This design comes from an exercise in tuning for small area, a short achievable clock period and few clock cycles per item on the open sky130 flow, not from production work.

==> build 21: inputs <==
## Practica_1
module Practica_1
#(
	parameter NBits = 8,
	parameter N2Bits = NBits*2,
	parameter K = 7		 
)
(
	input clk,
	input reset,
	input start,
	input [NBits-1:0] multiplier,
	input [NBits-1:0] multiplicand,
	output [6:0]uni_Seg_out,
	output [6:0]dec_Seg_out,
	output [6:0]cen_Seg_out,
	output [6:0]thou_Seg_out,
	output [6:0]thou2_Seg_out,
	output [6:0]sign_Seg_out,
	output ready
);
wire [14:0] prod;
wire [14:0] bcd_state;
wire minus;
Seq_Multiplier SM1 (.multiplier(multiplier), .multiplicand(multiplicand), .product(prod), .signBit(minus));
BCD_Head #(K) BH1 (.bits_in(prod), .state(bcd_state));
logic [14:0] state_q;
logic minus_q;
logic ready_q;
always_ff @(posedge clk) begin
	state_q <= bcd_state;
	minus_q <= minus;
end
always_ff @(posedge clk, negedge reset) begin
	if (!reset) ready_q <= 1'b0;
	else ready_q <= start;
end
wire [3:0] uni, dec, cen, thou, thou2;
BCD_16Bit #(K) BCD1 (.state(state_q), .uni(uni), .dec(dec), .cen(cen), .thou(thou), .thou2(thou2));
SegmentDisplay SD0 (.value(uni),   .Seg_Result(uni_Seg_out));
  ...
==> module BCD_Head, before the edit <==
module BCD_Head
#(
	parameter K = 7
)
(
	input [14:0] bits_in,
	output [14:0] state
);
	function automatic [3:0] bcd_add3(input [3:0] i);
		bcd_add3[3] = i[3] | (i[2] & (i[1] | i[0]));
		bcd_add3[2] = (i[3] & i[0]) | (i[2] & ~i[1] & ~i[0]);
		bcd_add3[1] = (i[3] & ~i[0]) | (~i[2] & i[1]) | (i[1] & i[0]);
		bcd_add3[0] = (i[3] & ~i[0]) | (~i[3] & ~i[2] & i[0]) | (i[2] & i[1] & ~i[0]);
	endfunction
	logic [19:0] s;
	integer k;
	always_comb begin
		s = 20'd0;
		for (k = 14; k > 14 - K; k = k - 1) begin
			s[3:0]   = bcd_add3(s[3:0]);
			s[7:4]   = bcd_add3(s[7:4]);
			s = {s[18:0], bits_in[k]};
		end
	end
	generate
		if (K < 15) begin : rest
			assign state = {s[K-1:0], bits_in[14-K:0]};
		end else begin : all
			assign state = s[14:0];
		end
	endgenerate
endmodule
==> module BCD_16Bit, before the edit <==
module BCD_16Bit
#(
	parameter K = 7
)
(
	input [14:0] state,
	output [3:0] uni,
	output [3:0] dec,
	output [3:0] cen,
	output [3:0] thou,
	output [3:0] thou2
);
	function automatic [3:0] bcd_add3(input [3:0] i);
		bcd_add3[3] = i[3] | (i[2] & (i[1] | i[0]));
		bcd_add3[2] = (i[3] & i[0]) | (i[2] & ~i[1] & ~i[0]);
		bcd_add3[1] = (i[3] & ~i[0]) | (~i[2] & i[1]) | (i[1] & i[0]);
		bcd_add3[0] = (i[3] & ~i[0]) | (~i[3] & ~i[2] & i[0]) | (i[2] & i[1] & ~i[0]);
	endfunction
	logic [19:0] s;
	integer k;
	always_comb begin
		s = 20'd0;
		s[K-1:0] = state[14:15-K];
		for (k = 14 - K; k >= 0; k = k - 1) begin
			s[3:0]   = bcd_add3(s[3:0]);
			s[7:4]   = bcd_add3(s[7:4]);
			s[11:8]  = bcd_add3(s[11:8]);
			s[15:12] = bcd_add3(s[15:12]);
			s = {s[18:0], state[k]};
		end
	end
	assign uni = s[3:0];
	assign dec = s[7:4];
	assign cen = s[11:8];
	assign thou = s[15:12];
	assign thou2 = s[19:16];
endmodule
==> module Practica_1, before the edit <==
module Practica_1
#(
	parameter NBits = 8,
	parameter N2Bits = NBits*2,
	parameter K = 7		 
)
(
	input clk,
	input reset,
	input start,
	input [NBits-1:0] multiplier,
	input [NBits-1:0] multiplicand,
	output [6:0]uni_Seg_out,
	output [6:0]dec_Seg_out,
	output [6:0]cen_Seg_out,
	output [6:0]thou_Seg_out,
	output [6:0]thou2_Seg_out,
	output [6:0]sign_Seg_out,
	output ready
);
wire [14:0] prod;
wire [14:0] bcd_state;
wire minus;
Seq_Multiplier SM1 (.multiplier(multiplier), .multiplicand(multiplicand), .product(prod), .signBit(minus));
BCD_Head #(K) BH1 (.bits_in(prod), .state(bcd_state));
logic [14:0] state_q;
logic minus_q;
logic ready_q;
always_ff @(posedge clk) begin
	state_q <= bcd_state;
	minus_q <= minus;
end
always_ff @(posedge clk, negedge reset) begin
	if (!reset) ready_q <= 1'b0;
	else ready_q <= start;
end
wire [3:0] uni, dec, cen, thou, thou2;
BCD_16Bit #(K) BCD1 (.state(state_q), .uni(uni), .dec(dec), .cen(cen), .thou(thou), .thou2(thou2));
SegmentDisplay SD0 (.value(uni),   .Seg_Result(uni_Seg_out));
SegmentDisplay SD1 (.value(dec),   .Seg_Result(dec_Seg_out));
SegmentDisplay SD2 (.value(cen),   .Seg_Result(cen_Seg_out));
SegmentDisplay SD3 (.value(thou),  .Seg_Result(thou_Seg_out));
SegmentDisplay SD4 (.value(thou2), .Seg_Result(thou2_Seg_out));
assign sign_Seg_out = minus_q ? 7'h3F : 7'h7F;
assign ready = ready_q;
endmodule
clock: 12.0 ns
lec_check: 0
abc_area: 1
cap_margin: 20
core_margin: 2
core_utilization: 40
slew_margin: 20
standard.sh (not shown) runs the stock make flow with config.mk's settings and CLKGATE_MAP_FILE= SYNTH_SCRIPT=/design/flow/synth_recipe.tcl, a recipe that flattens the netlist after the stock synthesis.
==> flow/flow/run.sh <==
#!/bin/bash
# The standard layout (standard.sh), with two changes:
#  - synthesis maps logic with flow/abc_custom.script (see flow/my_synth.tcl);
#  - port buffers are sky130_fd_sc_hd__buf_2 cells.
# make's output goes to flow_make.log here; each tool's full log is under orfs/logs.
set -euo pipefail
bash standard.sh "SYNTH_SCRIPT=$PWD/flow/my_synth.tcl" \
  "BUFFER_PORTS_ARGS=-buffer_cell sky130_fd_sc_hd__buf_2" finish > flow_make.log 2>&1
==> flow/flow/abc_custom.script <==
strash
dch
map -D 3500
topo
stime -c
buffer -c
upsize -c
dnsize -c
==> flow/flow/my_synth.tcl <==
# The standard synthesis (synth_recipe.tcl) with two changes to how the
# combinational logic is mapped; registers, their names and cell types come
# from the same steps as the standard synthesis:
#  - the ABC call uses abc_custom.script (next to this file) instead of ORFS's
#    abc_area/abc_speed script;
#  - extract_fa only extracts full adders (no half adders), so that XOR/AND
#    pairs are left to ABC.
set ::custom_dir [file dirname [file normalize [info script]]]
set ::custom_abc_script [file join $::custom_dir abc_custom.script]
set ::custom_fa_mode -fa
if {[file exists [file join $::custom_dir fa_mode]]} {
  set f [open [file join $::custom_dir fa_mode]]; set ::custom_fa_mode [string trim [read $f]]; close $f
}
proc abc {args} {
  set i [lsearch -exact $args -script]
  if {$i >= 0} { lset args [expr {$i + 1}] $::custom_abc_script }
  puts "custom abc: $args"
  yosys abc {*}$args
}
proc extract_fa {args} {
  puts "custom extract_fa: $::custom_fa_mode $args"
  if {$::custom_fa_mode ne "none"} { yosys extract_fa {*}$::custom_fa_mode {*}$args }
}
proc synth {args} { yosys synth -nofsm -noshare {*}$args }
source $::env(SCRIPTS_DIR)/synth.tcl
# left out here: clear keep_hierarchy, flatten, clean up, hide names made inside functions, write 1_2_yosys.v
==> build 35: changes against build 21 <==
--- a/flow/design.v
+++ b/flow/design.v
@@ -18,6 +18,6 @@
 		s = 20'd0;
 		for (k = 14; k > 14 - K; k = k - 1) begin
-			s[3:0]   = bcd_add3(s[3:0]);
-			s[7:4]   = bcd_add3(s[7:4]);
+			if (k <= 10) s[3:0] = bcd_add3(s[3:0]);
+			if (k <= 7)  s[7:4] = bcd_add3(s[7:4]);
 			s = {s[18:0], bits_in[k]};
 		end
@@ -55,8 +55,8 @@
 		s[K-1:0] = state[14:15-K];
 		for (k = 14 - K; k >= 0; k = k - 1) begin
-			s[3:0]   = bcd_add3(s[3:0]);
-			s[7:4]   = bcd_add3(s[7:4]);
-			s[11:8]  = bcd_add3(s[11:8]);
-			s[15:12] = bcd_add3(s[15:12]);
+			if (k <= 10) s[3:0]   = bcd_add3(s[3:0]);
+			if (k <= 7)  s[7:4]   = bcd_add3(s[7:4]);
+			if (k <= 4)  s[11:8]  = bcd_add3(s[11:8]);
+			if (k <= 0)  s[15:12] = bcd_add3(s[15:12]);
 			s = {s[18:0], state[k]};
 		end
@@ -274,5 +274,5 @@
 	parameter NBits = 8,
 	parameter N2Bits = NBits*2,
-	parameter K = 7		 
+	parameter K = 5		 
 )
 (
==> flow/flow/fa_mode (new file) <==
none
==> trial 65: changes against build 21 <==
--- a/flow/design.v
+++ b/flow/design.v
@@ -18,6 +18,6 @@
 		s = 20'd0;
 		for (k = 14; k > 14 - K; k = k - 1) begin
-			s[3:0]   = bcd_add3(s[3:0]);
-			s[7:4]   = bcd_add3(s[7:4]);
+			if (k <= 10) s[3:0] = bcd_add3(s[3:0]);
+			if (k <= 7)  s[7:4] = bcd_add3(s[7:4]);
 			s = {s[18:0], bits_in[k]};
 		end
@@ -55,8 +55,8 @@
 		s[K-1:0] = state[14:15-K];
 		for (k = 14 - K; k >= 0; k = k - 1) begin
-			s[3:0]   = bcd_add3(s[3:0]);
-			s[7:4]   = bcd_add3(s[7:4]);
-			s[11:8]  = bcd_add3(s[11:8]);
-			s[15:12] = bcd_add3(s[15:12]);
+			if (k <= 10) s[3:0]   = bcd_add3(s[3:0]);
+			if (k <= 7)  s[7:4]   = bcd_add3(s[7:4]);
+			if (k <= 4)  s[11:8]  = bcd_add3(s[11:8]);
+			if (k <= 0)  s[15:12] = bcd_add3(s[15:12]);
 			s = {s[18:0], state[k]};
 		end
--- a/flow/flow/run.sh
+++ b/flow/flow/run.sh
@@ -5,4 +5,4 @@
 # make's output goes to flow_make.log here; each tool's full log is under orfs/logs.
 set -euo pipefail
-bash standard.sh "SYNTH_SCRIPT=$PWD/flow/my_synth.tcl" \
+bash standard.sh SETUP_SLACK_MARGIN=6.0 TNS_END_PERCENT=0 "SYNTH_SCRIPT=$PWD/flow/my_synth.tcl" \
   "BUFFER_PORTS_ARGS=-buffer_cell sky130_fd_sc_hd__buf_2" finish > flow_make.log 2>&1
==> flow/flow/fa_mode (new file) <==
none
==> summary.txt <==
	build 35	build 21	trial 65
FILL cells	1265	1239	1219
Final net count	941	895	1024
Run status	no timing/DRC/antenna violations	no timing/DRC/antenna violations	no timing/DRC/antenna violations
Cell area after placement	5140 sq um	5020 sq um	5280 sq um
Post-Synth XOR/XNOR Area	10.2%	3.02%	13.0%
Total die area	12900 sq um	12500 sq um	13300 sq um
Critical Path Sink Type	output port	flip-flop	output port
Post-synthesis compound-gate area fraction	23.3%	18.7%	22.6%
Final standard cell count with taps included and fillers excluded	1064	980	1151
Well-Tap Cells	143	143	147
Stage delay of the slowest cell on the critical path	430 ps	540 ps	370 ps
Synthesized area divided by synthesized cell count	5.48 sq um	5.90 sq um	5.36 sq um
Pre-CTS setup slack	5300 ps	3700 ps	5260 ps
Number of vias in the routed layout	5051	4535	5588
Number of gates resized after CTS	0	0	72
Total of buffers placed on input and output ports	52	54	52
Function was not checked in any run of this note: the RTL went through the layout flow alone.

separate check: timing with driven ports:
The results above use ideal ports. As a check the final layouts listed here were re-extracted and re-timed, cells and wires unchanged. Step 1 sets driving cells, clkbuf_16 on the clock port and buf_2 on the other inputs (assumed; they add their load-dependent delay and slew). Step 2 moves the port delays by t, midway between the first and last clock arrival at a register: inputs arrive t later, outputs are due t later. That takes back most of the time a late clock gives input paths. Slacks: ideal ports / drivers / drivers and shift; pairs: ideal ports / drivers.
run | t (ns) | slack for setup (ns) | worst setup path after step 2 | pins driven straight from the clock port
build 21 | 0.282 | 3.925 / 3.940 / 3.657 | input to register | 1
build 35 | 0.282 | 5.032 / 4.999 / 5.281 | register to output | 1
trial 65 | 0.278 | 5.469 / 5.436 / 5.475 | input to register | 1
After both steps every run listed still meets setup and hold. For build 21, which loses most, drivers alone change the setup slack by +0.015 ns; drivers and shift together by -0.268 ns.
